This design comes from an exercise in tuning for small area and a short achievable clock period on the open sky130 flow, not from production work.
In this exercise RTL edits were held to simulation tests only and were not proved equivalent to the original.

**flow/run.sh**
```bash
#!/bin/bash
# Layout flow: ORFS synthesis without the full/half-adder extraction step
# (so ABC sees all of the logic) and with an area-oriented ABC script;
# every other step is the standard flow.
set -euo pipefail
here=$(pwd)
fdir=$here/flow
# synthesis script: the standard flow's own, with abc calls pointed at our ABC script
{
  echo "proc abc {args} {"
  echo "  set i [lsearch -exact \$args -script]"
  echo "  if {\$i >= 0} { lset args [expr {\$i + 1}] $fdir/abc_deep.script }"
  echo "  yosys abc {*}\$args"
  echo "}"
  cat $here/synth_recipe.tcl
} > $here/my_synth.tcl
# the make command standard.sh runs, with our synthesis script and no adder mapping
cmd=$(grep '^make ' $here/standard.sh | sed -e "s#SYNTH_SCRIPT=[^ ]*#SYNTH_SCRIPT=$here/my_synth.tcl ADDER_MAP_FILE=#" -e 's#"\${@:-finish}"##')
eval "$cmd synth" > $here/synth.log 2>&1
bash $here/standard.sh > $here/layout.log 2>&1
```
**flow/abc_deep.script**
```
strash
&get -n
&deepsyn -T 40
&put
dch -f
map -a
topo
stime -c
buffer -c
upsize -c
dnsize -c
```
**standard.sh**
```bash
#!/bin/bash
# synth_recipe.tcl (not shown) runs the flow's synth.tcl, then flattens the netlist and writes it again
# the make line also repeats each setting of config.mk as NAME=value (left out here)
make -C /OpenROAD-flow-scripts/flow DESIGN_CONFIG=/design/flow/config.mk WORK_HOME=/design/flow/orfs CLKGATE_MAP_FILE= SYNTH_SCRIPT=/design/flow/synth_recipe.tcl "${@:-finish}"
```
**config.mk**
```make
export PLATFORM = sky130hd
export DESIGN_NAME = disp_content
export DESIGN_NICKNAME = disp_content
export VERILOG_FILES = /design/flow/design.v
export SDC_FILE = /design/flow/constraint.sdc
export NUM_CORES = 4
export LEC_CHECK = 0
export CAP_MARGIN = 20
export CORE_MARGIN = 2
export CORE_UTILIZATION = 40
export SLEW_MARGIN = 20
```
**constraint.sdc**
```tcl
create_clock -name core_clock -period 25.0 [get_ports {clk}]
set_input_delay 5.0000 -clock core_clock [delete_from_list [all_inputs] [get_ports {clk}]]
set_output_delay 5.0000 -clock core_clock [all_outputs]
set_load 0.01 [all_outputs]
```
**design.v**
```verilog
`timescale 1ns / 1ps
module disp_content(clk,
cur_mode, clk_status, hour_check_en, onehz,
main_seconds, sw_timerec,
alr_cur_set, alr_cur_set_mode, alr_music_cur, alr_len_cur, alr_sec_cur,
cd_seconds,
digits, disp_en);
input clk;
input [1:0] cur_mode;
input [1:0] clk_status;
input hour_check_en;
input onehz;
input [16:0] main_seconds;
input [25:0] sw_timerec;
input [1:0] alr_cur_set;
input [1:0] alr_cur_set_mode;
input [1:0] alr_music_cur;
input [1:0] alr_len_cur;
input [16:0] alr_sec_cur;
input [16:0] cd_seconds;
output [31:0] digits;
output [7:0] disp_en;
localparam K = 14;    
function [3:0] fix10;
    input [3:0] a;
    begin
        fix10[3] = a[3] | (a[2] & a[0]) | (a[2] & a[1]);
        fix10[2] = (a[3] & a[0]) | (a[2] & ~a[1] & ~a[0]);
        fix10[1] = (a[3] & ~a[0]) | (~a[2] & a[1]) | (a[1] & a[0]);
        fix10[0] = (a[3] & ~a[0]) | (~a[3] & ~a[2] & a[0]) | (a[2] & a[1] & ~a[0]);
    end
endfunction
function [2:0] fix6;
    input [2:0] a;
    begin
        fix6[2] = a[2] | (a[1] & a[0]);
        fix6[1] = (a[1] & ~a[0]) | (a[2] & a[0]);
        fix6[0] = (~a[2] & ~a[1] & a[0]) | (a[2] & ~a[0]);
    end
endfunction
function [27:0] step;
    input [27:0] s;
    input sw;
    input b;
    reg [3:0] q0, q1, q2, q4, q6, c0, c1, c2, c4, c6;
    reg [2:0] q3, q5, c3, c5;
    reg [1:0] q7;
    begin
        {q7, q6, q5, q4, q3, q2, q1, q0} = s;
        c0 = fix10(q0);
        c1 = sw ? fix10(q1) : {1'b0, fix6(q1[2:0])};
        c2 = fix10(q2);
        c3 = fix6(q3);
        c4 = fix10(q4);
        c5 = sw ? fix6(q5) : q5;
        c6 = fix10(q6);
        q7 = {q7[0], c6[3]};
        q6 = {c6[2:0], c5[2]};
        q5 = {c5[1:0], c4[3]};
        q4 = {c4[2:0], c3[2]};
        q3 = {c3[1:0], c2[3]};
        q2 = {c2[2:0], sw ? c1[3] : c1[2]};
        q1 = sw ? {c1[2:0], c0[3]} : {1'b0, c1[1:0], c0[3]};
        q0 = {c0[2:0], b};
        step = {q7, q6, q5, q4, q3, q2, q1, q0};
    end
endfunction
wire sw = (cur_mode == 2'd1);
wire al = (cur_mode == 2'd2);
reg [23:0] x;
always @(*) begin
    case (cur_mode)
        2'd0: x = {7'd0, main_seconds};
        2'd1: x = sw_timerec[23:0];
        2'd2: x = {7'd0, alr_sec_cur};
        default: x = {7'd0, cd_seconds};
    endcase
end
reg [27:0] sa;
integer i;
always @(*) begin
    sa = 28'd0;
    for (i = 23; i >= 24 - K; i = i - 1)
        sa = step(sa, sw, x[i]);
end
reg [27:0] st;           
reg [23-K:0] xl;         
reg st_sw, st_al;
reg [1:0] a7, a6;        
reg [1:0] len_q, len_d;  
reg en7, en6, en5, en3;
always @(posedge clk) begin
    st <= sa;
    xl <= x[23-K:0];
    st_sw <= sw;
    st_al <= al;
    a7 <= cur_mode == 2'd0 ? {1'b0, hour_check_en} : al ? alr_cur_set : 2'd0;
    a6 <= al ? alr_music_cur : 2'd0;
    len_q <= alr_len_cur;
    len_d <= len_q;
    en7 <= cur_mode == 2'd0 ? ~(clk_status[1] & onehz) : sw | (al & ~(onehz & alr_cur_set_mode == 2'd0));
    en6 <= sw | (al & ~(onehz & alr_cur_set_mode == 2'd1));
    en5 <= ~(al & onehz & alr_cur_set_mode == 2'd2);
    en3 <= ~(al & onehz & alr_cur_set_mode == 2'd3);
end
reg [27:0] sb;
always @(*) begin
    sb = st;
    for (i = 23 - K; i >= 0; i = i - 1)
        sb = step(sb, st_sw, xl[i]);
end
wire [3:0] q0 = sb[3:0];
wire [3:0] q1 = sb[7:4];
wire [3:0] q2 = sb[11:8];
wire [2:0] q3 = sb[14:12];
wire [3:0] q4 = sb[18:15];
wire [2:0] q5 = sb[21:19];
wire [3:0] q6 = sb[25:22];
wire [1:0] q7 = sb[27:26];
wire [1:0] h7 = {q7[1] & ~q6[2], q7[0]};
wire [3:0] h6 = {q6[3], q6[2] & ~q7[1], q6[1:0]};
wire z5 = ~st_sw & q5[1] & q4[2];
wire [2:0] h5 = {q5[2], q5[1] & ~z5, q5[0]};
wire [3:0] h4 = {q4[3], q4[2] & ~z5, q4[1:0]};
wire [2:0] len_t = len_d == 2'd0 ? 3'd1 : len_d == 2'd1 ? 3'd3 : len_d == 2'd2 ? 3'd4 : 3'd6;
wire [3:0] len_u = len_d[0] ? 4'd0 : 4'd5;
wire [1:0] r7 = h7 | a7;
wire [3:0] r6 = h6 | {2'b00, a6};
wire [2:0] r5 = st_al ? len_t : h5;
wire [3:0] r4 = st_al ? len_u : h4;
wire [2:0] r3 = st_al ? h5 : q3;
wire [3:0] r2 = st_al ? h4 : q2;
wire [3:0] r1 = st_al ? {1'b0, q3} : q1;
wire [3:0] r0 = st_al ? q2 : q0;
assign digits = {2'b00, r7, r6, 1'b0, r5, r4, 1'b0, r3, r2, r1, r0};
assign disp_en = {en7, en6, en5, en5, en3, en3, en3, en3};
endmodule
```
==> metrics.yaml, run 1 <==
timing:
  final_hold_viol_count: 0
  timing.fmax_mhz: 76.9
  hold_ws_ns: 0.335
  worst_pin_slew_ns: 0.713
  timing_max_transition_violations_final: 0
  layout_worst_path_cycle_share_pct: 52.0
  setup_viol: 0
  timing.max_slew.rel_slack_pct: 52.4
  grt_setup_unrepaired: "no"
  timing.final.crit_period_ns: 13.01
  fin_skew_ns: 0.000170
  totalNegativeSetupSlack_ns: 0
routing:
  route.detailed.drc: 0
  drt_first_iter_violations: 364
  routedWlPerCell_microns: 10.3
  finalWirelength_microns: 16000
  route.antenna.remaining_nets: 0
  via_count: 7573
  drt_pre_antenna_iters: 5
  vias_per_instance: 4.85
yosys:
  ys_ff_latch: 44
  synth_top_cells_by_count: "nand2_1, nor2_1, inv_1"
  synthCells: 1228
  synth.top_cell.area_share_pct: 15.5
  synth_area_per_cell_sq_um: 5.19
  yosys.cell_count.top_type: "nand2_1"
  netlist-cell-type-count: 50
  synthArstFlopShare_pct: 0
  synth_enable_flop_cells: 0
  synth_seq_area_share_pct: 13.8
  ys.flop_type: "dfxtp_1"
  ys.warnings.count: 1
  synthTopCellsByArea: "nand2_1, dfxtp_1, nor2_1, inv_1, a21oi_1"
  post-synth-top-area-cell: "nand2_1"
  post_synth_instance_area_sq_um: 6370
clock_tree:
  cts_resized: 0
  cts.sinks: 44
  cts_setup_buffers: 0
  tritoncts: "built"
  clkSlewWorstSetupHoldPaths_ns: 0.08
  clk_root_buffer_cell: "clkbuf_16"
  clkLatencyLatePin_ns: 0.30
  ctsHoldBuffers: 0
  max-clock-path-buffers: 2
  cts_inserted_buffers: 5
  cts_htree_levels: 2
flow_run:
  max_cap_viol_count: 0
status:
  run_status: "complete, no violations"
global_routing:
  grt_max_degree: 24
  remaining_overflow_grt: 0
  global_route_wire_length_before_repair_microns: 27200
  tot_gr_track_use_pct: 19.0
  antenna_found_initial: 0
  first_global_vias: 6423
worst_hold_path:
  hold_path_class: "register to register"
  hp-start: "len_q[0]"
place:
  hpwlAfterDp_microns: 13300
  gpl.final_weighted_congestion: 0.809
  dpl_cell_area_sq_um: 7800
  port_buffers: 124
finish:
  finalInstanceArea_sq_um: 7980
  finish.utilization_pct: 50.8
  syn_to_layout_area_delta_pct: 25.2
  share_of_cells_above_drive_strength_1_pct: 6.09
  antenna-diode-count: 0
  nNetsFinal: 1437
floorplanning:
  std_cell_rows: 46
  floorplan.core_area_sq_um: 15700
  die_h_microns: 130
  ioPinCount: 132
  die_width_microns: 130
  dieArea_sq_um: 16900
  start_util_pct: 40.5
setup_path:
  critPathKind: "register to primary output"
  worst-endpoint-required_ns: 20.00
  worst-path-max-fanout: 23
  crit_path_top_delay_cell: "clkdlybuf4s50_1"
  cp_common_cell: "nand2_1"
  r2r_setup_slk_ns: 24.59
  timing.critical_path.arrival_ns: 8.01
  worst_setup_path_startpoint: "st_sw"
  critical_path.startpoint_type: "register"
  r2r-start: "len_q[1]"
  timing.critical_path.slowest_cell_delay_ns: 0.55
  cp-end-kind: "primary output"
[flip-flops by register name (all words and copies together), names as in the netlist]
name / count
len_q: 2
st: 20
xl: 10
en7: 1
a6: 2
a7: 2
en6: 1
st_al: 1
en5: 1
st_sw: 1
en3: 1
len_d: 2
[critical path: cells and delay by family (launching register included)]
kind,cells,cell delay (ns)
buf+inv,11,2.06
compound gates,7,1.59
simple gates,24,3.23
flops,1,0.30
xor+xnor,3,0.54
[worst paths after layout]
kind / end / cells after the start
min: len_d[0] / 0
max: digits[5] / 45
min reg2reg: len_d[0] / 0
max reg2reg: len_d[1] / 0
[metrics by stage]
| stage | instances | worst slack [ns] |
|---|---|---|
| after CTS | 1562 | 11.95 |
| final | 1562 | 11.99 |
| after global routing | 1562 | 10.82 |
| after detailed placement | 1554 | 12.34 |
| after floorplan | 1234 | 14.31 |
| after global placement | 1554 | 12.29 |
[kinds of logic after synthesis]
group / count (synthesis) / synth area share, %
flops: 44 / 13.8
xor+xnor: 24 / 3.30
simple gates: 566 / 36.3
compound gates: 332 / 30.3
mux: 1 / 0.177
other cells: 1 / 0.0589
buf+inv: 260 / 16.0
[cell type report]
type | instances | area (sq um)
clock buffers | 5 | 125
clock inverters | 3 | 46.3
fillers | 1672 | 7740
inverters | 234 | 878
multi-input cells | 930 | 4490
flip-flops and latches | 44 | 881
well taps | 216 | 270
repair buffers | 130 | 1290
[placed cells by master (no fill, tap or decap), drive strengths merged, types with 2 or more instances in the layout]
cell / netlist / final
a211oi: 6 / 6
a21oi: 111 / 111
a22o: 5 / 5
a22oi: 28 / 28
a31oi: 7 / 7
and2: 2 / 2
buf: 14 / 6
clkbuf: 12 / 5
clkdlybuf4s50: 0 / 124
clkinv: 11 / 11
conb: 1 / 7
dfxtp: 44 / 44
inv: 223 / 224
nand2: 273 / 273
nand3: 25 / 25
nand3b: 2 / 2
nand4: 5 / 5
nor2: 226 / 226
nor3: 17 / 17
o211ai: 10 / 10
o21a: 2 / 2
o21ai: 115 / 115
o21bai: 4 / 4
o22ai: 35 / 35
o31ai: 3 / 3
or2: 12 / 12
or3: 2 / 2
xnor2: 7 / 7
xor2: 17 / 17
[routing by layer]
metal	vias up	share of wire [%]	global-route usage (%)	routed length, microns
li1	4198	-	-	-
met1	3218	49	25.4	7890
met2	148	44	32.5	7120
met3	9	5.3	3.16	852
met4	0	1.1	3.67	182
met5	-	0	0	0
==> inputs of run 2 (changes only) <==
==> flow/abc_deep.script (replaced) <==
strash
&get -n
&deepsyn -T 40
&put
dch -f
map
topo
stime -c
buffer -c
upsize -c
dnsize -c
==> run 2 against run 1 <==
Maximum frequency rose by 11%; non-clock buffer count fell by 2; synthesized area rose by 19%; design area rose by 15%; sequential cell count did not move; global-route usage rose by 1.6 points; die area rose by 18%.
==> metrics.yaml, run 2 <==
status:
  run_status: "complete, no violations"
finish:
  share_of_cells_above_drive_strength_1_pct: 6.85  # +0.76 points
  final_common_cell: "nand2_1"
  nNetsFinal: 1536  # +6.9%
  reg.largest.list: "st (20), xl (10)"
  antenna-diode-count: 0  # unchanged
  syn_to_layout_area_delta_pct: 20.8
  most-common-layout-cells: "nand2_1, inv_1, nor2_1"
  largest_register_ffs: 20  # unchanged
  max_flop_register: "st"
  num-fill-cells: 2035  # +22%
routing:
  route.detailed.drc: 0  # unchanged
  route.antenna.remaining_nets: 0  # unchanged
  drt_pre_antenna_iters: 5  # unchanged
  vias_per_instance: 5.39  # +11%
  via_count: 9057  # +20%
  drt_first_iter_violations: 466  # +28%
  routedWlPerCell_microns: 12.3  # +20%
  finalWirelength_microns: 20600  # +28%
global_routing:
  antenna_found_initial: 0  # unchanged
  first_global_vias: 8238  # +28%
  global_route_wire_length_before_repair_microns: 35600  # +31%
  tot_gr_track_use_pct: 20.6  # +1.6 points
  grt_max_degree: 47  # +96%
  remaining_overflow_grt: 0  # unchanged
place:
  port_buffers: 124  # unchanged
  hpwlAfterDp_microns: 17000  # +27%
  gpl.final_weighted_congestion: 0.847  # +4.6%
floorplanning:
  die_width_microns: 142  # +8.7%
  dieArea_sq_um: 20000  # +18%
  die_h_microns: 142  # +8.7%
  floorplan.core_area_sq_um: 18600  # +19%
  start_util_pct: 40.6  # +0.057 points
  std_cell_rows: 50  # +8.7%
  ioPinCount: 132  # unchanged
clock_tree:
  tritoncts: "built"
  cts.sinks: 44  # unchanged
  ctsHoldBuffers: 0  # unchanged
  cts_inserted_buffers: 5  # unchanged
  max-clock-path-buffers: 2  # unchanged
  clkLatencyLatePin_ns: 0.30  # about the same
  cts_resized: 0  # unchanged
  clk_root_buffer_cell: "clkbuf_16"
  clkSlewWorstSetupHoldPaths_ns: 0.08  # about the same
  cts_htree_levels: 2  # unchanged
  cts_setup_buffers: 0  # unchanged
setup_path:
  crit_path_top_delay_cell: "inv_2"
  cp-end-kind: "primary output"
  cp_common_cell: "nand3_1"
  r2r-start: "len_q[0]"
  worstPathBufferInverterCount: 4  # -7
  worst-endpoint-required_ns: 20.00  # about the same
  r2r_setup_slk_ns: 24.60  # about the same
  worst-path-max-fanout: 46  # +100%
  critPathKind: "register to primary output"
  timing.critical_path.arrival_ns: 6.77  # -1.24 ns
  worst_setup_path_startpoint: "st_sw"
  critical_path.startpoint_type: "register"
  timing.critical_path.slowest_cell_delay_ns: 0.61  # +0.06 ns
  top_delay_family_on_crit_path: "compound AO/OA/AOI/OAI gates"
timing:
  fin_skew_ns: 0.0000682  # -0.000102 ns
  grt_setup_unrepaired: "no"
  layout_worst_path_cycle_share_pct: 47.1  # -4.9 points
  timing.final.crit_period_ns: 11.77  # -1.24 ns
  timing.max_slew.rel_slack_pct: 46.7  # -5.7 points
  totalNegativeSetupSlack_ns: 0  # unchanged
  timing.fmax_mhz: 85.0  # +11%
  timing_max_transition_violations_final: 0  # unchanged
  setup_viol: 0  # unchanged
  final_hold_viol_count: 0  # unchanged
  worst_pin_slew_ns: 0.798  # +0.0848 ns
yosys:
  post_synth_instance_area_sq_um: 7570  # +19%
  netlist-cell-type-count: 77  # +54%
  synth_seq_area_share_pct: 11.6  # -2.2 points
  synth_enable_flop_cells: 0  # unchanged
  synth_top_cells_by_count: "nand2_1, inv_1, nor2_1"
  ys.flop_type: "dfxtp_1"
  synth.top_cell.area_share_pct: 16.3  # +0.82 points
  synthTopCellsByArea: "nand2_1, dfxtp_1, inv_1, nor2_1, nand3_1"
  synthCells: 1333  # +8.6%
  ys_ff_latch: 44  # unchanged
  yosys.cell_count.top_type: "nand2_1"
  synthArstFlopShare_pct: 0  # unchanged
  synth_area_per_cell_sq_um: 5.68  # +9.5%
  post-synth-top-area-cell: "nand2_1"
  ys.warnings.count: 1  # unchanged
worst_hold_path:
  hp-start: "len_q[1]"
  hold_path_class: "register to register"
flow_run:
  max_cap_viol_count: 0  # unchanged
-- run 2: cell count changes in the layout (fill, tap and decap cells not counted), sizes merged, moves of 10 or more --
cell	delta
xor2	-10
inv	-48
nand4	+33
nand2	+62
a21oi	-17
a31oi	+16
nand3	+72
clkinv	-10
o21a	+14
nor2	-71
-- run 2: kinds of logic after synthesis --
| family | count (synthesis) | share of synthesized area, % |
|---|---|---|
| simple gates | 661 | 38.4 |
| compound gates | 413 | 38.0 |
| buf+inv | 205 | 10.8 |
| xor+xnor | 9 | 1.14 |
| other cells | 1 | 0.0495 |
| flops | 44 | 11.6 |
-- run 2: routing by layer --
layer	vias up	wire [microns]	track usage [%]	share of wire, %
met5	-	0	0	0
met4	0	229	4.11	1.1
met3	14	910	2.97	4.4
met2	179	9320	35.5	45
met1	4007	10200	27.6	49
li1	4857	-	-	-
-- run 2: per-stage QoR --
step | instances | setup WS, ns | utilization (%) | hold slack, ns | area (sq um)
floorplan | 1339 | 15.65 | - | 0.310 | 7590
global placement | 1671 | 13.64 | 48.2 | 0.310 | 8990
detailed placement | 1671 | 13.68 | 48.2 | 0.317 | 8990
CTS | 1679 | 13.31 | 49.0 | 0.340 | 9140
global route | 1679 | 12.35 | 49.0 | 0.355 | 9140
finish | 1679 | 13.23 | 49.0 | 0.334 | 9140
-- run 2: final cells by class --
type                       count  area [sq um]  share of cell area [%]
clock buffer                   5           125                    1.37
inverter                     175           657                    7.18
clock inverter                 3          25.0                   0.274
multi-input combinational   1090          5890                    64.4
timing repair buffer         128          1270                    13.9
tap                          234           293                    3.20
sequential                    44           881                    9.63
-- run 2: worst paths after layout --
path	endpoint	depth (start not counted)
worst max register to register	len_d[0]	0
worst max-delay path	digits[12]	28
worst min register to register	len_d[1]	0
worst min-delay path	len_d[1]	0
==> inputs of run 3 (changes only) <==
==> flow/run.sh (replaced) <==
#!/bin/bash
# Layout flow: the standard flow (standard.sh) with three changes:
#  - synthesis skips the full/half-adder extraction step, so ABC sees all
#    of the logic, and maps it with an area-oriented ABC script;
#  - input and output ports get sky130_fd_sc_hd__buf_1 buffers.
set -euo pipefail
here=$(pwd)
fdir=$here/flow
# synthesis script: the standard flow's own, with abc calls pointed at our ABC script
{
  echo "proc abc {args} {"
  echo "  set i [lsearch -exact \$args -script]"
  echo "  if {\$i >= 0} { lset args [expr {\$i + 1}] $fdir/abc_deep.script }"
  echo "  yosys abc {*}\$args"
  echo "}"
  cat $here/synth_recipe.tcl
} > $here/my_synth.tcl
sed -e "s#SYNTH_SCRIPT=[^ ]*#SYNTH_SCRIPT=$here/my_synth.tcl ADDER_MAP_FILE= 'BUFFER_PORTS_ARGS=-buffer_cell sky130_fd_sc_hd__buf_1'#" \
    $here/standard.sh > $here/my_flow.sh
bash $here/my_flow.sh synth > $here/synth.log 2>&1
bash $here/my_flow.sh > $here/layout.log 2>&1
==> flow/abc_deep.script (replaced) <==
strash
&get -n
&deepsyn -T 40
&dch -f
&nf -p -R 1000 -E 100
&put
topo
stime -c
--- a/config.mk
+++ b/config.mk
@@ -7,5 +7,6 @@
 export LEC_CHECK = 0
 export CAP_MARGIN = 20
 export CORE_MARGIN = 2
-export CORE_UTILIZATION = 40
+export CORE_UTILIZATION = 55
+export CTS_BUF_LIST = sky130_fd_sc_hd__clkbuf_4 sky130_fd_sc_hd__clkbuf_8
 export SLEW_MARGIN = 20
==> run 3 against run 2 <==
Still clean on timing, DRC and antenna; via count is 25% lower; final cell count decreased by 27%; critical path depth increased by 16; clock skew barely moved; sequential share of layout area increased by 3.6 points; first-iteration DRC count fell by 32%; non-clock buffer count down 1; die area down 42%; wire length shrank 32%; critical endpoint is now st[6]; highest routed layer unchanged.
==> metrics.yaml, run 3 <==
status:
  run_status: "complete, no violations"
floorplanning:
  floorplan.core_area_sq_um: 10400  # -44%
  die_width_microns: 108  # -24%
  ioPinCount: 132  # unchanged
  std_cell_rows: 37  # -26%
  die_h_microns: 108  # -24%
  start_util_pct: 57.0  # +16 points
  dieArea_sq_um: 11600  # -42%
yosys:
  yosys.cell_count.top_type: "nand2_1"
  synth_area_per_cell_sq_um: 6.22  # +9.6%
  synth_enable_flop_cells: 0  # unchanged
  ys.flop_type: "dfxtp_1"
  synth_seq_area_share_pct: 14.8  # +3.2 points
  post_synth_instance_area_sq_um: 5940  # -22%
  post-synth-top-area-cell: "dfxtp_1"
  synthCells: 954  # -28%
  ys_ff_latch: 44  # unchanged
  ys.warnings.count: 1  # unchanged
  netlist-cell-type-count: 50  # -35%
  synth_top_cells_by_count: "nand2_1, a21oi_1, nor2_1"
  synthTopCellsByArea: "dfxtp_1, nand2_1, a21oi_1, o21ai_0, nor2_1"
  synthArstFlopShare_pct: 0  # unchanged
  synth.top_cell.area_share_pct: 14.8  # -1.5 points
routing:
  vias_per_instance: 5.58  # +3.5%
  dr_wl_met2_microns: 6670  # -28%
  via_count: 6805  # -25%
  routedWlPerCell_microns: 11.5  # -6.4%
  met3_length_microns: 441  # -52%
  route.antenna.remaining_nets: 0  # unchanged
  maxUsedRoutingLayer: "met4"
  drt_first_iter_violations: 315  # -32%
  route.detailed.drc: 0  # unchanged
  drt_pre_antenna_iters: 5  # unchanged
  wl_met1_microns: 6680  # -34%
  finalWirelength_microns: 14000  # -32%
timing:
  layout_worst_path_cycle_share_pct: 58.0  # +11 points
  fin_skew_ns: 0.000186  # +0.000118 ns
  fin_ws_ns: 10.50  # -2.73 ns
  totalNegativeSetupSlack_ns: 0  # unchanged
  worst_pin_slew_ns: 0.924  # +0.126 ns
  setup_viol: 0  # unchanged
  timing_max_transition_violations_final: 0  # unchanged
  grt_setup_unrepaired: "no"
  timing.max_slew.rel_slack_pct: 37.8  # -9.0 points
  timing.final.crit_period_ns: 14.50  # +2.73 ns
  timing.fmax_mhz: 68.9  # -19%
  hold_ws_ns: 0.338  # +0.00355 ns
  final_hold_viol_count: 0  # unchanged
setup_path:
  timing.critical_path.arrival_ns: 14.72  # +7.95 ns
  timing.critical_path.slowest_cell_delay_ns: 0.71  # +0.10 ns
  critical_path.startpoint_type: "primary input"
  worstRegToRegCells: 0  # unchanged
  cp-end-kind: "register"
  critPathKind: "primary input to register"
  worst-endpoint-required_ns: 25.22  # +5.22 ns
  worst-path-max-fanout: 27  # -41%
  crit-reg2reg-capture: "len_d[0]"
  r2r-start: "len_q[0]"
  crit_path_top_delay_cell: "clkinv_1"
  r2r_setup_slk_ns: 24.60  # about the same
worst_hold_path:
  hp-start: "len_q[1]"
  hold_path_class: "register to register"
  hold_path_depth: 0  # unchanged
  whs_endpoint: "len_d[1]"
finish:
  largest_register_ffs: 20  # unchanged
  share_of_cells_above_drive_strength_1_pct: 1.39  # -5.5 points
  nNetsFinal: 1174  # -24%
  final_common_cell: "nand2_1"
  most-common-layout-cells: "nand2_1, buf_1, nor2_1, a21oi_1, o21ai_0"
  max_flop_register: "st"
  syn_to_layout_area_delta_pct: 11.9
  antenna-diode-count: 0  # unchanged
  reg.largest.list: "st (20), xl (10)"
clock_tree:
  cts_resized: 0  # unchanged
  clkLatencyLatePin_ns: 0.32  # +0.02 ns
  cts_htree_levels: 2  # unchanged
  cts_setup_buffers: 0  # unchanged
  clkSlewWorstSetupHoldPaths_ns: 0.11  # +0.03 ns
  ctsHoldBuffers: 0  # unchanged
  max-clock-path-buffers: 2  # unchanged
  cts.sinks: 44  # unchanged
  cts_inserted_buffers: 5  # unchanged
  tritoncts: "built"
  clk_root_buffer_cell: "clkbuf_8"
flow_run:
  max_cap_viol_count: 0  # unchanged
global_routing:
  grt_max_degree: 49  # +4.3%
  first_global_vias: 5897  # -28%
  remaining_overflow_grt: 0  # unchanged
  tot_gr_track_use_pct: 25.1  # +4.5 points
  antenna_found_initial: 0  # unchanged
  global_route_wire_length_before_repair_microns: 24700  # -31%
place:
  gpl.final_weighted_congestion: 0.849  # +0.24%
  hpwlAfterDp_microns: 11200  # -34%
  minimum_setup_slack_after_placement_ns: 10.20  # -3.48 ns
  port_buffers: 124  # unchanged
[run 3: changes by cell type in the layout (fill, tap and decap cells not counted), moves of 31 or more]
cell | previous run | this run
inv_1 | 167 | 0
nand2_1 | 329 | 152
nand3_1 | 87 | 25
nor2_1 | 147 | 107
a21oi_1 | 76 | 107
clkinv_1 | 1 | 65
buf_1 | 0 | 124
clkdlybuf4s50_1 | 124 | 0
nand2b_1 | 1 | 41
o21ai_1 | 41 | 0
nand4_1 | 38 | 2
[run 3: per-layer routing]
metal | vias to the layer above | global-route usage, %
li1 | 3691 | -
met1 | 3002 | 30.5
met2 | 95 | 46.7
met3 | 17 | 2.97
met4 | 0 | 6.04
met5 | - | 0
[run 3: layout make-up]
type                    count  area [sq um]
inverters                  65           244
well taps                 136           170
clock buffers               5          68.8
fillers                  1070          3770
clock inverters             3          46.3
flip-flops and latches     44           881
repair buffers            127           488
multi-input cells         839          4740
[run 3: how the worst max path moves through the flow]
stage                startpoint    end  slack, ns  depth (start not counted)
global placement    cur_mode[1]  st[6]      10.23                         44
detailed placement  cur_mode[1]  st[6]      10.20                         44
finish              cur_mode[1]  st[6]      10.50                         44
CTS                 cur_mode[1]  st[6]      10.53                         44
global route        cur_mode[1]  st[6]       9.10                         44
floorplan           cur_mode[1]  st[6]      12.30                         43
[run 3: metrics by stage]
| step | cell area (sq um) | util (%) | instances |
|---|---|---|---|
| 2_1_floorplan | 5960 | - | 960 |
| 3_3_place_gp | 6530 | 62.7 | 1211 |
| 3_5_place_dp | 6530 | 62.7 | 1211 |
| 4_1_cts | 6640 | 63.8 | 1219 |
| 5_1_grt | 6640 | 63.8 | 1219 |
| 6_report | 6640 | 63.8 | 1219 |
[run 3: cell families after synthesis]
logic type / after synthesis / synth area share, %
other: 1 / 0.0632
and+or+nand+nor: 412 / 32.0
xor gates and xnor gates: 43 / 6.34
buffers and inverters: 77 / 5.63
DFF: 44 / 14.8
muxes: 19 / 4.13
AOI/OAI and AO/OA: 358 / 37.0
[run 3: critical path, delay by kind of cell]
kind | cells | cell delay (ns)
AO/OA/AOI/OAI | 19 | 4.96
buffers and inverters | 4 | 1.39
XOR/XNOR | 3 | 0.58
AND/OR/NAND/NOR | 18 | 2.78
==> inputs of run 4 (changes only) <==
--- a/flow/run.sh
+++ b/flow/run.sh
@@ -1,7 +1,7 @@
 #!/bin/bash
 # Layout flow: the standard flow (standard.sh) with three changes:
 #  - synthesis skips the full/half-adder extraction step, so ABC sees all
-#    of the logic, and maps it with an area-oriented ABC script;
+#    of the logic, and maps it with an ABC script of its own;
 #  - input and output ports get sky130_fd_sc_hd__buf_1 buffers.
 set -euo pipefail
 here=$(pwd)
==> flow/abc_deep.script (replaced) <==
strash
&get -n
&deepsyn -T 40
&put
dch -f
map -a
topo
stime -c
buffer -c
upsize -c
dnsize -c
==> run 4 against run 3 <==
Still clean on timing, DRC and antenna; synthesized area rose by 7.3%; first-iteration DRC count rose by 9.8%; non-clock buffer count fell by 1; critical path type is now register to primary output.
==> metrics.yaml, run 4 <==
finish:
  share_of_cells_above_drive_strength_1_pct: 5.81  # +4.4 points
  final_common_cell: "nand2_1"
  antenna-diode-count: 0  # unchanged
  finalInstanceArea_sq_um: 7020  # +5.7%
  largest_register_ffs: 20  # unchanged
  max_flop_register: "st"
  reg.largest.list: "st (20), xl (10)"
  finish.utilization_pct: 61.8  # -2.0 points
  syn_to_layout_area_delta_pct: 10.3
  most-common-layout-cells: "nand2_1, nor2_1, inv_1"
  num-fill-cells: 1202  # +12%
  nNetsFinal: 1433  # +22%
timing:
  worst_pin_slew_ns: 0.990  # +0.0662 ns
  grt_setup_unrepaired: "no"
  timing_max_transition_violations_final: 0  # unchanged
  fin_skew_ns: 0.00428  # +0.00409 ns
  totalNegativeSetupSlack_ns: 0  # unchanged
  timing.max_slew.rel_slack_pct: 33.9  # -3.9 points
  timing.final.crit_period_ns: 12.69  # -1.81 ns
  final_hold_viol_count: 0  # unchanged
  setup_viol: 0  # unchanged
  hold_ws_ns: 0.338  # -0.0000270 ns
  timing.fmax_mhz: 78.8  # +14%
  layout_worst_path_cycle_share_pct: 50.8  # -7.3 points
yosys:
  synth_enable_flop_cells: 0  # unchanged
  yosys.cell_count.top_type: "nand2_1"
  synth.top_cell.area_share_pct: 15.5  # +0.66 points
  ys_ff_latch: 44  # unchanged
  synth_area_per_cell_sq_um: 5.19  # -17%
  post-synth-top-area-cell: "nand2_1"
  ys.flop_type: "dfxtp_1"
  netlist-cell-type-count: 50  # unchanged
  synth_top_cells_by_count: "nand2_1, nor2_1, inv_1"
  synthCells: 1228  # +29%
  post_synth_instance_area_sq_um: 6370  # +7.3%
  synthArstFlopShare_pct: 0  # unchanged
  synth_seq_area_share_pct: 13.8  # -1.0 points
  ys.warnings.count: 1  # unchanged
  synthTopCellsByArea: "nand2_1, dfxtp_1, nor2_1, inv_1, a21oi_1"
routing:
  via_count: 7494  # +10%
  vias_per_instance: 5.05  # -9.6%
  drt_first_iter_violations: 346  # +9.8%
  routedWlPerCell_microns: 9.91  # -14%
  route.detailed.drc: 0  # unchanged
  route.antenna.remaining_nets: 0  # unchanged
  finalWirelength_microns: 14700  # +5.0%
  drt_pre_antenna_iters: 7  # +2
floorplanning:
  die_h_microns: 112  # +3.5%
  die_width_microns: 112  # +3.5%
  floorplan.core_area_sq_um: 11400  # +9.2%
  dieArea_sq_um: 12500  # +7.0%
  std_cell_rows: 39  # +5.4%
  start_util_pct: 56.0  # -0.96 points
  ioPinCount: 132  # unchanged
clock_tree:
  tritoncts: "built"
  cts_setup_buffers: 0  # unchanged
  ctsHoldBuffers: 0  # unchanged
  cts_inserted_buffers: 5  # unchanged
  cts.sinks: 44  # unchanged
  clkSlewWorstSetupHoldPaths_ns: 0.11  # about the same
  max-clock-path-buffers: 2  # unchanged
  clk_root_buffer_cell: "clkbuf_8"
  clkLatencyLatePin_ns: 0.33  # about the same
  cts_htree_levels: 2  # unchanged
  cts_resized: 0  # unchanged
setup_path:
  worstRegToRegCells: 0  # unchanged
  critical_path.startpoint_type: "register"
  critPathKind: "register to primary output"
  r2r-start: "len_q[1]"
  critPathCapture: "digits[5]"
  cp-end-kind: "primary output"
  worst-path-max-fanout: 31  # +15%
  worst-endpoint-required_ns: 20.00  # -5.22 ns
  cp_common_cell: "nand2_1"
  timing.critical_path.slowest_cell_delay_ns: 0.98  # +0.27 ns
  r2r_setup_slk_ns: 24.60  # about the same
  worst_setup_path_startpoint: "st_sw"
  timing.critical_path.arrival_ns: 7.69  # -7.03 ns
  crit_path_top_delay_cell: "dfxtp_1"
  crit-reg2reg-capture: "len_d[1]"
place:
  gpl.final_weighted_congestion: 0.843  # -0.75%
  hpwlAfterDp_microns: 12100  # +8.3%
  dpl_cell_area_sq_um: 6910  # +5.8%
  port_buffers: 124  # unchanged
global_routing:
  grt_max_degree: 32  # -35%
  global_route_wire_length_before_repair_microns: 25800  # +4.2%
  tot_gr_track_use_pct: 23.6  # -1.5 points
  remaining_overflow_grt: 0  # unchanged
  antenna_found_initial: 0  # unchanged
  first_global_vias: 6410  # +8.7%
status:
  run_status: "complete, no violations"
flow_run:
  max_cap_viol_count: 0  # unchanged
worst_hold_path:
  hp-start: "len_q[0]"
  hold_path_class: "register to register"
[run 4: through the flow]
step	cells	worst slack (ns)
2_1_floorplan	1234	14.31
3_3_place_gp	1477	12.62
3_5_place_dp	1477	12.65
4_1_cts	1485	12.25
5_1_grt	1485	11.28
6_report	1485	12.31
[run 4: layout make-up]
cell class              count  area, sq um  area share, %
clock inverters             3         46.3          0.659
repair buffers            126          480           6.84
multi-input cells         930         4490           63.9
clock buffers               5         68.8          0.980
flip-flops and latches     44          881           12.5
well taps                 143          179           2.55
inverters                 234          878           12.5
[run 4: critical path, delay by kind of cell (launching register included)]
family,cells,cell delay [ns]
compound gates,7,1.59
xor+xnor,2,0.46
buf+inv,11,1.22
flops,1,0.98
simple gates,25,3.11
[run 4: worst min path at each step]
stage                to  slack (ns)  depth (start not counted)
2_1_floorplan  len_d[0]        0.31                          0
5_1_grt        len_d[0]        0.34                          0
6_report       len_d[0]        0.34                          0
3_3_place_gp   len_d[1]        0.31                          0
3_5_place_dp   len_d[1]        0.32                          0
4_1_cts        len_d[0]        0.34                          0
[run 4: routing by layer]
metal	share of wire (%)	vias to the layer above	track usage, %
met5	0	-	0
met4	0.75	0	4.28
met3	5.0	6	3.70
met2	46	160	42.9
met1	49	3140	29.9
li1	-	4188	-
[run 4: logic make-up (layout without fill, tap and decap cells)]
kind of cell	after synthesis	count (layout)	synth area share, %
other	1	7	0.0589
and+or+nand+nor	566	566	36.3
AOI/OAI and AO/OA	332	332	30.3
DFF	44	44	13.8
xor gates and xnor gates	24	24	3.30
buffers and inverters	260	368	16.0
muxes	1	1	0.177
==> inputs of run 5 (changes only) <==
==> design.v (replaced) <==
`timescale 1ns / 1ps
module disp_content(clk,
cur_mode, clk_status, hour_check_en, onehz,
main_seconds, sw_timerec,
alr_cur_set, alr_cur_set_mode, alr_music_cur, alr_len_cur, alr_sec_cur,
cd_seconds,
digits, disp_en);
input clk;
input [1:0] cur_mode;
input [1:0] clk_status;
input hour_check_en;
input onehz;
input [16:0] main_seconds;
input [25:0] sw_timerec;
input [1:0] alr_cur_set;
input [1:0] alr_cur_set_mode;
input [1:0] alr_music_cur;
input [1:0] alr_len_cur;
input [16:0] alr_sec_cur;
input [16:0] cd_seconds;
output [31:0] digits;
output [7:0] disp_en;
localparam K = 17;    
function [3:0] fix10;
    input [3:0] a;
    begin
        fix10[3] = a[3] | (a[2] & a[0]) | (a[2] & a[1]);
        fix10[2] = (a[3] & a[0]) | (a[2] & ~a[1] & ~a[0]);
        fix10[1] = (a[3] & ~a[0]) | (~a[2] & a[1]) | (a[1] & a[0]);
        fix10[0] = (a[3] & ~a[0]) | (~a[3] & ~a[2] & a[0]) | (a[2] & a[1] & ~a[0]);
    end
endfunction
function [5:0] fix60;
    input [5:0] a;
    begin
        fix60 = (a >= 6'd30) ? a + 6'd2 : a;
    end
endfunction
function [24:0] step;
    input [24:0] st;
    input a;
    input b;
    reg [3:0] c0, c1;
    reg [5:0] s, m;
    reg [4:0] h;
    begin
        {h, m, s, c1, c0} = st;
        c0 = fix10(c0);
        c1 = fix10(c1);
        s = fix60(s);
        m = fix60(m);
        h = {h[3:0], m[5]};
        m = {m[4:0], s[5]};
        s = {s[4:0], c1[3] | b};
        c1 = {c1[2:0], c0[3]};
        c0 = {c0[2:0], a};
        step = {h, m, s, c1, c0};
    end
endfunction
function [6:0] dec60;
    input [5:0] v;
    reg [2:0] t;
    reg [5:0] u;
    begin
        t = v / 10;
        u = v - t * 10;
        dec60 = {t, u[3:0]};
    end
endfunction
wire sw = (cur_mode == 2'd1);
wire al = (cur_mode == 2'd2);
wire [23:0] xa = sw ? sw_timerec[23:0] : 24'd0;
reg [16:0] xb;
always @(*) begin
    case (cur_mode)
        2'd0: xb = main_seconds;
        2'd2: xb = alr_sec_cur;
        2'd3: xb = cd_seconds;
        default: xb = 17'd0;
    endcase
end
reg [24:0] sa;
integer i;
always @(*) begin
    sa = 25'd0;
    for (i = 23; i >= 24 - K; i = i - 1)
        sa = step(sa, xa[i], (i <= 16) ? xb[i] : 1'b0);
end
reg [24:0] st;           
reg [23-K:0] xl;         
reg st_sw, st_al;
reg [1:0] a7, a6;        
reg [1:0] len_q, len_d;  
reg en7, en6, en5, en3;
always @(posedge clk) begin
    st <= sa;
    xl <= xa[23-K:0] | xb[23-K:0];
    st_sw <= sw;
    st_al <= al;
    a7 <= cur_mode == 2'd0 ? {1'b0, hour_check_en} : al ? alr_cur_set : 2'd0;
    a6 <= al ? alr_music_cur : 2'd0;
    len_q <= alr_len_cur;
    len_d <= len_q;
    en7 <= cur_mode == 2'd0 ? ~(clk_status[1] & onehz) : sw | (al & ~(onehz & alr_cur_set_mode == 2'd0));
    en6 <= sw | (al & ~(onehz & alr_cur_set_mode == 2'd1));
    en5 <= ~(al & onehz & alr_cur_set_mode == 2'd2);
    en3 <= ~(al & onehz & alr_cur_set_mode == 2'd3);
end
reg [24:0] sb;
always @(*) begin
    sb = st;
    for (i = 23 - K; i >= 0; i = i - 1)
        sb = step(sb, st_sw & xl[i], ~st_sw & xl[i]);
end
wire [3:0] c0 = sb[3:0];
wire [3:0] c1 = sb[7:4];
wire [5:0] s = sb[13:8];
wire [5:0] m = sb[19:14];
wire [4:0] hr = sb[24:20];
wire [4:0] h = {hr[4] & ~hr[3], hr[3] & ~hr[4], hr[2:0]};
wire [6:0] p01 = dec60(st_al ? m : s);
wire [6:0] p23 = dec60(st_sw ? s : st_al ? {1'b0, h} : m);
wire [6:0] p45 = dec60(st_sw ? m : {1'b0, h});
wire [6:0] p67 = dec60({1'b0, h});
wire [2:0] len_t = len_d == 2'd0 ? 3'd1 : len_d == 2'd1 ? 3'd3 : len_d == 2'd2 ? 3'd4 : 3'd6;
wire [3:0] len_u = len_d[0] ? 4'd0 : 4'd5;
wire [1:0] r7 = st_sw ? p67[5:4] : a7;
wire [3:0] r6 = st_sw ? p67[3:0] : {2'b00, a6};
wire [6:0] r54 = st_al ? {len_t, len_u} : p45;
wire [6:0] r32 = p23;
wire [7:0] r10 = st_sw ? {c1, c0} : {1'b0, p01};
assign digits = {2'b00, r7, r6, 1'b0, r54, 1'b0, r32, r10};
assign disp_en = {en7, en6, en5, en5, en3, en3, en3, en3};
endmodule
==> run 5 against run 4 <==
Highest routed layer unchanged; synthesized cell count fell by 14%; wire length decreased by 2.3%; global-route usage grew 1.7 points; final cell count fell by 11%; largest cell class unchanged; still clean; critical path type unchanged; non-clock buffer count rose by 2.
==> metrics.yaml, run 5 <==
setup_path:
  worst_setup_path_startpoint: "st[16]"
  timing.critical_path.slowest_cell_delay_ns: 0.39  # -0.59 ns
  worstRegToRegCells: 0  # unchanged
  critPathKind: "register to primary output"
  critical_path.startpoint_type: "register"
  r2r-start: "len_q[0]"
  r2r_setup_slk_ns: 24.61  # about the same
  worst-path-max-fanout: 4  # -87%
  cp-end-kind: "primary output"
  crit_path_top_delay_cell: "nor4_2"
  worst-endpoint-required_ns: 20.00  # about the same
  timing.critical_path.arrival_ns: 7.03  # -0.66 ns
finish:
  largest_register_ffs: 20  # unchanged
  most-common-layout-cells: "nand2_1, inv_1, nor2_1"
  antenna-diode-count: 0  # unchanged
  finish.utilization_pct: 61.7  # -0.089 points
  final_common_cell: "nand2_1"
  share_of_cells_above_drive_strength_1_pct: 14.4  # +8.6 points
  nNetsFinal: 1267  # -12%
  max_flop_register: "st"
  syn_to_layout_area_delta_pct: 9.85
  reg.largest.list: "st (20), xl (7)"
yosys:
  synth.top_cell.area_share_pct: 13.5  # -2.0 points
  synthArstFlopShare_pct: 0  # unchanged
  ys.flop_type: "dfxtp_1"
  synthCells: 1062  # -14%
  synth_area_per_cell_sq_um: 5.73  # +10%
  netlist-cell-type-count: 69  # +38%
  synth_top_cells_by_count: "nand2_1, inv_1, nor2_1"
  synthTopCellsByArea: "dfxtp_1, nand2_1, inv_1, nor2_1, a21oi_1"
  post_synth_instance_area_sq_um: 6090  # -4.4%
  ys_ff_latch: 41  # -6.8%
  post-synth-top-area-cell: "dfxtp_1"
  synth_seq_area_share_pct: 13.5  # -0.34 points
  synth_enable_flop_cells: 0  # unchanged
  yosys.cell_count.top_type: "nand2_1"
  ys.warnings.count: 1  # unchanged
floorplanning:
  floorplan.core_area_sq_um: 10800  # -4.7%
  std_cell_rows: 38  # -2.6%
  dieArea_sq_um: 11900  # -4.3%
  start_util_pct: 56.2  # +0.13 points
  die_width_microns: 109  # -2.2%
  ioPinCount: 132  # unchanged
  die_h_microns: 109  # -2.2%
global_routing:
  remaining_overflow_grt: 0  # unchanged
  tot_gr_track_use_pct: 25.3  # +1.7 points
  global_route_wire_length_before_repair_microns: 24600  # -4.5%
  grt_max_degree: 29  # -9.4%
  first_global_vias: 5893  # -8.1%
  antenna_found_initial: 0  # unchanged
worst_hold_path:
  hp-start: "len_q[1]"
  hold_path_class: "register to register"
  hold_path_depth: 0  # unchanged
place:
  port_buffers: 124  # unchanged
  hpwlAfterDp_microns: 12100  # about the same
  gpl.final_weighted_congestion: 0.876  # +3.9%
timing:
  timing.fmax_mhz: 83.1  # +5.5%
  setup_viol: 0  # unchanged
  timing.max_slew.rel_slack_pct: 54.0  # +20 points
  worst_pin_slew_ns: 0.690  # -0.299 ns
  totalNegativeSetupSlack_ns: 0  # unchanged
  final_hold_viol_count: 0  # unchanged
  hold_ws_ns: 0.333  # -0.00498 ns
  grt_setup_unrepaired: "no"
  timing.final.crit_period_ns: 12.03  # -0.661 ns
  timing_max_transition_violations_final: 0  # unchanged
  layout_worst_path_cycle_share_pct: 48.1  # -2.6 points
  fin_skew_ns: 0.000115  # -0.00416 ns
clock_tree:
  clkLatencyLatePin_ns: 0.31  # -0.02 ns
  cts_setup_buffers: 0  # unchanged
  cts_resized: 0  # unchanged
  cts_inserted_buffers: 5  # unchanged
  tritoncts: "built"
  cts_htree_levels: 2  # unchanged
  clk_root_buffer_cell: "clkbuf_8"
  cts.sinks: 41  # -6.8%
  max-clock-path-buffers: 2  # unchanged
  clkSlewWorstSetupHoldPaths_ns: 0.09  # -0.02 ns
  ctsHoldBuffers: 0  # unchanged
routing:
  via_count: 6680  # -11%
  vias_per_instance: 5.08  # +0.59%
  routedWlPerCell_microns: 10.9  # +10%
  finalWirelength_microns: 14400  # -2.3%
  drt_first_iter_violations: 326  # -5.8%
  drt_pre_antenna_iters: 5  # -2
  route.detailed.drc: 0  # unchanged
  route.antenna.remaining_nets: 0  # unchanged
flow_run:
  max_cap_viol_count: 0  # unchanged
status:
  run_status: "complete, no violations"
-- run 5: layout make-up --
cell class | count | area, sq um
well taps | 140 | 175
fillers | 1146 | 4150
inverters | 198 | 757
clock buffers | 6 | 76.3
multi-input cells | 801 | 4350
repair buffers | 128 | 495
clock inverters | 2 | 15.0
flip-flops and latches | 41 | 821
-- run 5: cell families (layout without fill, tap and decap cells) --
group,count (synthesis),in the layout,synth area share [%]
AO/OA/AOI/OAI,249,249,27.1
AND/OR/NAND/NOR,512,512,38.7
buffers and inverters,224,334,15.4
XOR/XNOR,35,35,5.28
flip-flops,41,41,13.5
other,1,5,0.0616
-- run 5: worst max-delay path, delay by kind of cell, from the launching register on --
kind	cells	cell delay [ns]
simple gates	32	3.34
compound gates	11	1.52
xor+xnor	5	0.99
flops	1	0.35
buf+inv	7	0.49
-- run 5: routing by layer --
metal  GRT usage (%)  wire, microns
met1            31.0           6690
met2            46.6           7000
met3            2.93            475
met4            6.96            219
met5               0              0
-- run 5: through the flow --
step / worst slack [ns] / std cells / cell area, sq um
after floorplan: 14.08 / 1066 / 6100
after global placement: 12.96 / 1308 / 6600
after detailed placement: 12.89 / 1308 / 6600
after CTS: 12.96 / 1316 / 6690
after global routing: 11.87 / 1316 / 6690
final: 12.97 / 1316 / 6690
-- run 5: path summary, 6_finish.rpt --
path | endpoint
worst max register to register | len_d[0]
worst min register to register | len_d[1]
worst max-delay path | digits[3]
worst min-delay path | len_d[1]
==> inputs of run 6 (changes only) <==
--- a/design.v
+++ b/design.v
@@ -118,10 +118,13 @@
 wire [5:0] m = sb[19:14];
 wire [4:0] hr = sb[24:20];
 wire [4:0] h = {hr[4] & ~hr[3], hr[3] & ~hr[4], hr[2:0]};
-wire [6:0] p01 = dec60(st_al ? m : s);
-wire [6:0] p23 = dec60(st_sw ? s : st_al ? {1'b0, h} : m);
-wire [6:0] p45 = dec60(st_sw ? m : {1'b0, h});
-wire [6:0] p67 = dec60({1'b0, h});
+wire [6:0] ds = dec60(s);
+wire [6:0] dm = dec60(m);
+wire [6:0] dh = dec60({1'b0, h});
+wire [6:0] p01 = st_al ? dm : ds;
+wire [6:0] p23 = st_sw ? ds : st_al ? dh : dm;
+wire [6:0] p45 = st_sw ? dm : dh;
+wire [6:0] p67 = dh;
 wire [2:0] len_t = len_d == 2'd0 ? 3'd1 : len_d == 2'd1 ? 3'd3 : len_d == 2'd2 ? 3'd4 : 3'd6;
 wire [3:0] len_u = len_d[0] ? 4'd0 : 4'd5;
 wire [1:0] r7 = st_sw ? p67[5:4] : a7;
==> run 6 against run 5 <==
Still clean on timing, DRC and antenna; utilization up 0.064 points; wire length fell by 1.3%; clock skew about the same; register-to-register slack worse by 0.02 ns; worst hold slack better by 0.0036 ns; non-clock buffer count fell by 2; design area decreased by 6.0%.
==> metrics.yaml, run 6 <==
clock_tree:
  tritoncts: "built"
  cts_setup_buffers: 0  # unchanged
  cts_inserted_buffers: 5  # unchanged
  clkSlewWorstSetupHoldPaths_ns: 0.10  # about the same
  cts_resized: 0  # unchanged
  cts_htree_levels: 2  # unchanged
  max-clock-path-buffers: 2  # unchanged
  cts.sinks: 41  # unchanged
  clk_root_buffer_cell: "clkbuf_8"
  ctsHoldBuffers: 0  # unchanged
  clkLatencyLatePin_ns: 0.31  # about the same
yosys:
  synth_enable_flop_cells: 0  # unchanged
  synthCells: 1030  # -3.0%
  synth_area_per_cell_sq_um: 5.53  # -3.5%
  ys.warnings.count: 1  # unchanged
  post-synth-top-area-cell: "dfxtp_1"
  synthArstFlopShare_pct: 0  # unchanged
  ys.flop_type: "dfxtp_1"
  synthTopCellsByArea: "dfxtp_1, nand2_1, nor2_1, inv_1, a21oi_1"
  synth_seq_area_share_pct: 14.4  # +0.92 points
  synth.top_cell.area_share_pct: 14.4  # +0.92 points
  post_synth_instance_area_sq_um: 5700  # -6.4%
  synth_top_cells_by_count: "nand2_1, nor2_1, inv_1"
  netlist-cell-type-count: 61  # -12%
  ys_ff_latch: 41  # unchanged
  yosys.cell_count.top_type: "nand2_1"
global_routing:
  first_global_vias: 5825  # -1.2%
  global_route_wire_length_before_repair_microns: 24400  # -0.70%
  tot_gr_track_use_pct: 26.1  # +0.77 points
  grt_max_degree: 28  # -3.4%
  antenna_found_initial: 0  # unchanged
  remaining_overflow_grt: 0  # unchanged
timing:
  fin_skew_ns: 0.0000326  # -0.0000820 ns
  grt_setup_unrepaired: "no"
  timing.fmax_mhz: 82.0  # -1.4%
  worst_pin_slew_ns: 0.805  # +0.114 ns
  fin_ws_ns: 12.80  # -0.169 ns
  timing.max_slew.rel_slack_pct: 46.3  # -7.7 points
  final_hold_viol_count: 0  # unchanged
  timing.final.crit_period_ns: 12.20  # +0.169 ns
  totalNegativeSetupSlack_ns: 0  # unchanged
  layout_worst_path_cycle_share_pct: 48.8  # +0.68 points
  timing_max_transition_violations_final: 0  # unchanged
  setup_viol: 0  # unchanged
routing:
  vias_per_instance: 5.05  # -0.60%
  drt_first_iter_violations: 344  # +5.5%
  via_count: 6453  # -3.4%
  route.antenna.remaining_nets: 0  # unchanged
  route.detailed.drc: 0  # unchanged
  routedWlPerCell_microns: 11.1  # +1.6%
  finalWirelength_microns: 14200  # -1.3%
  drt_pre_antenna_iters: 5  # unchanged
setup_path:
  crit_path_top_delay_cell: "clkinv_1"
  worstRegToRegCells: 0  # unchanged
  worst-path-max-fanout: 27  # +23
  critical_path.startpoint_type: "register"
  worst_setup_path_startpoint: "st_sw"
  critPathKind: "register to primary output"
  timing.critical_path.arrival_ns: 7.20  # +0.17 ns
  timing.critical_path.slowest_cell_delay_ns: 0.79  # +0.40 ns
  r2r_setup_slk_ns: 24.59  # -0.02 ns
  r2r-start: "len_q[0]"
  worst-endpoint-required_ns: 20.00  # about the same
  crit-reg2reg-capture: "len_d[0]"
  cp-end-kind: "primary output"
  cp_common_cell: "nor2_1"
finish:
  share_of_cells_above_drive_strength_1_pct: 10.1  # -4.2 points
  nNetsFinal: 1234  # -2.6%
  final_common_cell: "nand2_1"
  syn_to_layout_area_delta_pct: 10.4
  reg.largest.list: "st (20), xl (7)"
  max_flop_register: "st"
  num-fill-cells: 1074  # -6.3%
  finalInstanceArea_sq_um: 6290  # -6.0%
  finish.cell_count_without_fillers: 1279  # -2.8%
  antenna-diode-count: 0  # unchanged
  finish.utilization_pct: 61.7  # +0.064 points
  most-common-layout-cells: "nand2_1, nor2_1, inv_1"
  largest_register_ffs: 20  # unchanged
place:
  dp_cells: 1271  # -2.8%
  hpwlAfterDp_microns: 11700  # -3.5%
  dpl_cell_area_sq_um: 6200  # -6.0%
  gpl.final_weighted_congestion: 0.903  # +3.1%
  port_buffers: 124  # unchanged
  minimum_setup_slack_after_placement_ns: 13.05  # +0.162 ns
floorplanning:
  ioPinCount: 132  # unchanged
  std_cell_rows: 37  # -2.6%
  dieArea_sq_um: 11200  # -6.2%
  die_h_microns: 106  # -3.1%
  start_util_pct: 55.9  # -0.22 points
  die_width_microns: 106  # -3.1%
  floorplan.core_area_sq_um: 10200  # -6.0%
status:
  run_status: "complete, no violations"
worst_hold_path:
  hold_path_class: "register to register"
  hold_path_depth: 0  # unchanged
  hp-start: "len_q[1]"
  whs_endpoint: "len_d[1]"
flow_run:
  max_cap_viol_count: 0  # unchanged
-- run 6: per-layer routing --
layer / global-route usage [%] / routed length, microns / vias up
met3: 3.77 / 792 / 9
met4: 6.11 / 155 / 0
met2: 48.1 / 6670 / 151
met5: 0 / 0 / -
met1: 31.8 / 6580 / 2762
li1: - / - / 3531
-- run 6: cell type report --
cell class                 instances  area, sq um  area share (%)
inverter                         201          756            12.0
clock inverter                     3         17.5           0.279
tap                              136          170            2.71
multi-input combinational        767         3980            63.2
timing repair buffer             126          480            7.64
sequential                        41          821            13.1
clock buffer                       5         68.8            1.09
-- run 6: worst max-delay path by stage --
stage / slack [ns] / cells after the start / end
finish: 12.80 / 42 / digits[2]
global route: 11.63 / 45 / digits[2]
CTS: 12.80 / 42 / digits[2]
detailed placement: 13.05 / 56 / st[3]
global placement: 12.99 / 56 / st[3]
floorplan: 14.39 / 52 / digits[2]
-- run 6: cells by family after synthesis --
| group | after synthesis | synth area share [%] |
|---|---|---|
| AOI/OAI and AO/OA | 248 | 27.6 |
| xor gates and xnor gates | 34 | 5.49 |
| buffers and inverters | 226 | 16.1 |
| DFF | 41 | 14.4 |
| other | 1 | 0.0658 |
| and+or+nand+nor | 480 | 36.3 |
-- run 6: per-stage QoR --
| stage | hold slack, ns |
|---|---|
| 2_1_floorplan | 0.310 |
| 4_1_cts | 0.339 |
| 5_1_grt | 0.353 |
| 3_3_place_gp | 0.310 |
| 3_5_place_dp | 0.313 |
| 6_report | 0.337 |
-- run 6: worst max-delay path, delay by kind of cell, from the launching register on --
family / cells / cell delay, ns
xor gates and xnor gates: 1 / 0.21
AOI/OAI and AO/OA: 14 / 2.31
DFF: 1 / 0.73
buffers and inverters: 6 / 1.25
and+or+nand+nor: 21 / 2.40
==> inputs of run 7 (changes only) <==
==> flow/abc_deep.script (replaced) <==
strash
&get -n
&deepsyn -T 40
&dch -f
&nf -p -R 1000 -E 100
&put
topo
stime -c
buffer -c
upsize -c
dnsize -c
==> run 7 against run 6 <==
Still clean; wire length is 0.90% lower; maximum frequency is 2.6% lower; global-route usage hardly changed; count of clock-buffer cells in the layout is 1 higher; design area is 3.7% lower; worst setup slack worse by 0.32 ns; non-clock buffer count stayed put; sequential cell count stayed put; die area is 4.6% lower.
==> metrics.yaml, run 7 <==
place:
  dpl_cell_area_sq_um: 5940  # -4.3%
  hpwlAfterDp_microns: 11800  # +0.65%
  gpl.final_weighted_congestion: 0.871  # -3.5%
  port_buffers: 124  # unchanged
finish:
  most-common-layout-cells: "buf_1, nand2_1, nor2_1"
  reg.largest.list: "st (20), xl (7)"
  finish.utilization_pct: 62.5  # +0.76 points
  antenna-diode-count: 0  # unchanged
  largest_register_ffs: 20  # unchanged
  nNetsFinal: 1004  # -19%
  share_of_cells_above_drive_strength_1_pct: 12.0  # +1.9 points
  syn_to_layout_area_delta_pct: 11.7
  max_flop_register: "st"
  final_common_cell: "buf_1"
  finalInstanceArea_sq_um: 6050  # -3.7%
yosys:
  synth.top_cell.area_share_pct: 15.1  # +0.73 points
  synth_enable_flop_cells: 0  # unchanged
  ys.warnings.count: 1  # unchanged
  yosys.cell_count.top_type: "nand2_1"
  post_synth_instance_area_sq_um: 5420  # -4.8%
  synthCells: 802  # -22%
  synth_area_per_cell_sq_um: 6.76  # +22%
  synth_seq_area_share_pct: 15.1  # +0.73 points
  synth-compound-area-share_pct: 33.4  # +5.8 points
  synth-xor-area-share_pct: 9.65  # +4.2 points
  synthArstFlopShare_pct: 0  # unchanged
  ys_ff_latch: 41  # unchanged
  synth_top_cells_by_count: "nand2_1, nor2_1, a21oi_1"
  netlist-cell-type-count: 89  # +46%
  synthMuxAreaShare_pct: 1.22  # +1.2 points
  post-synth-top-area-cell: "dfxtp_1"
  yosys.area_share.simple_pct: 34.5  # -1.8 points
  ys.flop_type: "dfxtp_1"
  synth_adder_area_share_pct: 0  # unchanged
  synthTopCellsByArea: "dfxtp_1, nand2_1, xnor2_1, nor2_1, a21oi_1"
  combinational_family_with_the_most_area_after_synthesis: "simple AND/OR/NAND/NOR gates"
worst_hold_path:
  hold_path_class: "register to register"
  hold_path_depth: 0  # unchanged
clock_tree:
  max-clock-path-buffers: 2  # unchanged
  cts_inserted_buffers: 5  # unchanged
  ctsHoldBuffers: 0  # unchanged
  tritoncts: "built"
  cts_htree_levels: 2  # unchanged
  cts_setup_buffers: 0  # unchanged
  clk_root_buffer_cell: "clkbuf_8"
  cts.sinks: 41  # unchanged
  clkSlewWorstSetupHoldPaths_ns: 0.08  # -0.02 ns
  cts_resized: 0  # unchanged
  clkLatencyLatePin_ns: 0.30  # about the same
routing:
  route.detailed.drc: 0  # unchanged
  via_count: 5914  # -8.4%
  route.antenna.remaining_nets: 0  # unchanged
  finalWirelength_microns: 14100  # -0.90%
  vias_per_instance: 5.65  # +12%
  drt_pre_antenna_iters: 4  # -1
  routedWlPerCell_microns: 13.4  # +21%
  drt_first_iter_violations: 215  # -38%
timing:
  layout_worst_path_cycle_share_pct: 50.1  # +1.3 points
  totalNegativeSetupSlack_ns: 0  # unchanged
  timing_max_transition_violations_final: 0  # unchanged
  timing.max_slew.rel_slack_pct: 43.4  # -2.8 points
  setup_viol: 0  # unchanged
  timing.final.crit_period_ns: 12.52  # +0.323 ns
  grt_setup_unrepaired: "no"
  hold_ws_ns: 0.330  # -0.00628 ns
  worst_pin_slew_ns: 0.845  # +0.0404 ns
  fin_skew_ns: 0.000131  # +0.0000982 ns
  timing.fmax_mhz: 79.9  # -2.6%
  final_hold_viol_count: 0  # unchanged
floorplanning:
  start_util_pct: 56.0  # about the same
  floorplan.core_area_sq_um: 9680  # -4.9%
  die_width_microns: 103  # -2.3%
  std_cell_rows: 36  # -2.7%
  ioPinCount: 132  # unchanged
  die_h_microns: 103  # -2.3%
  dieArea_sq_um: 10700  # -4.6%
setup_path:
  critical_path.startpoint_type: "register"
  cp-end-kind: "primary output"
  worst-path-max-fanout: 6  # -78%
  r2r_setup_slk_ns: 24.60  # about the same
  timing.critical_path.arrival_ns: 7.52  # +0.32 ns
  worstRegToRegCells: 0  # unchanged
  timing.critical_path.slowest_cell_delay_ns: 0.36  # -0.43 ns
  worst-endpoint-required_ns: 20.00  # about the same
  crit_path_top_delay_cell: "o32ai_1"
  critPathKind: "register to primary output"
global_routing:
  grt_max_degree: 37  # +32%
  global_route_wire_length_before_repair_microns: 22700  # -7.2%
  remaining_overflow_grt: 0  # unchanged
  tot_gr_track_use_pct: 26.1  # about the same
  antenna_found_initial: 0  # unchanged
  first_global_vias: 5406  # -7.2%
flow_run:
  max_cap_viol_count: 0  # unchanged
status:
  run_status: "complete, no violations"
run 7: path summary, 6_finish.rpt:
kind	to	startpoint
setup / recovery	digits[11]	st[15]
hold / removal	len_d[1]	len_q[1]
setup reg to reg	len_d[0]	len_q[0]
hold reg to reg	len_d[1]	len_q[1]
run 7: critical path: cells and delay by family, from the launching register on:
kind | cells | cell delay (ns)
simple gates | 20 | 3.29
compound gates | 14 | 2.13
xor+xnor | 5 | 1.12
flops | 1 | 0.35
buf+inv | 3 | 0.27
run 7: cells by family after synthesis:
logic type | after synthesis
xor+xnor | 58
compound gates | 263
flops | 41
simple gates | 360
other cells | 1
buf+inv | 74
mux | 5
run 7: routing by layer:
| layer | wire length [microns] | vias up | global-route usage, % |
|---|---|---|---|
| met1 | 5880 | 2665 | 29.0 |
| met3 | 699 | 32 | 2.76 |
| li1 | - | 3052 | - |
| met2 | 7090 | 165 | 50.4 |
| met4 | 394 | 0 | 10.3 |
| met5 | 0 | - | 0 |
run 7: final cells by class:
| class | instances | area, sq um |
|---|---|---|
| multi-input cells | 691 | 4290 |
| clock buffers | 6 | 76.3 |
| flip-flops and latches | 41 | 821 |
| clock inverters | 2 | 38.8 |
| inverters | 47 | 176 |
| fillers | 949 | 3630 |
| repair buffers | 126 | 480 |
| well taps | 133 | 166 |
run 7: per-stage QoR:
step / setup slack (ns) / instances
2_1_floorplan: 13.75 / 806
3_3_place_gp: 12.81 / 1038
3_5_place_dp: 12.57 / 1038
4_1_cts: 12.46 / 1046
5_1_grt: 11.81 / 1046
6_report: 12.48 / 1046

separate check: timing with driven ports:
In the flow no input, the clock included, has a driving cell. The finished layouts below were timed again as built, in two steps.
Step 1 sets driving cells, clkbuf_16 on the clock port and buf_2 on the other inputs (assumed; they add their load-dependent delay and slew).
Step 2 moves the port delays by t, midway between the first and last clock arrival at a register: inputs arrive t later, outputs are due t later. That takes back most of the time a late clock gives input paths.
Slacks: ideal ports / drivers / drivers and shift; pairs: ideal ports / drivers.
| run | t (ns) | setup WS [ns] | slew at the worst register clock pin (ns) |
|---|---|---|---|
| run 1 | 0.334 | 11.994 / 11.955 / 12.289 | 0.08 / 0.08 |
| run 2 | 0.336 | 13.230 / 13.190 / 13.525 | 0.08 / 0.08 |
| run 3 | 0.350 | 10.496 / 10.508 / 10.159 | 0.11 / 0.11 |
| run 4 | 0.354 | 12.310 / 12.281 / 12.635 | 0.11 / 0.11 |
| run 5 | 0.345 | 12.971 / 12.934 / 12.899 | 0.09 / 0.09 |
| run 6 | 0.341 | 12.802 / 12.764 / 13.008 | 0.10 / 0.10 |
| run 7 | 0.330 | 12.479 / 12.447 / 12.494 | 0.08 / 0.08 |
After both steps setup and hold are still met in every run listed. For run 3, which loses most, drivers alone change the setup slack by +0.012 ns; drivers and shift together by -0.337 ns.
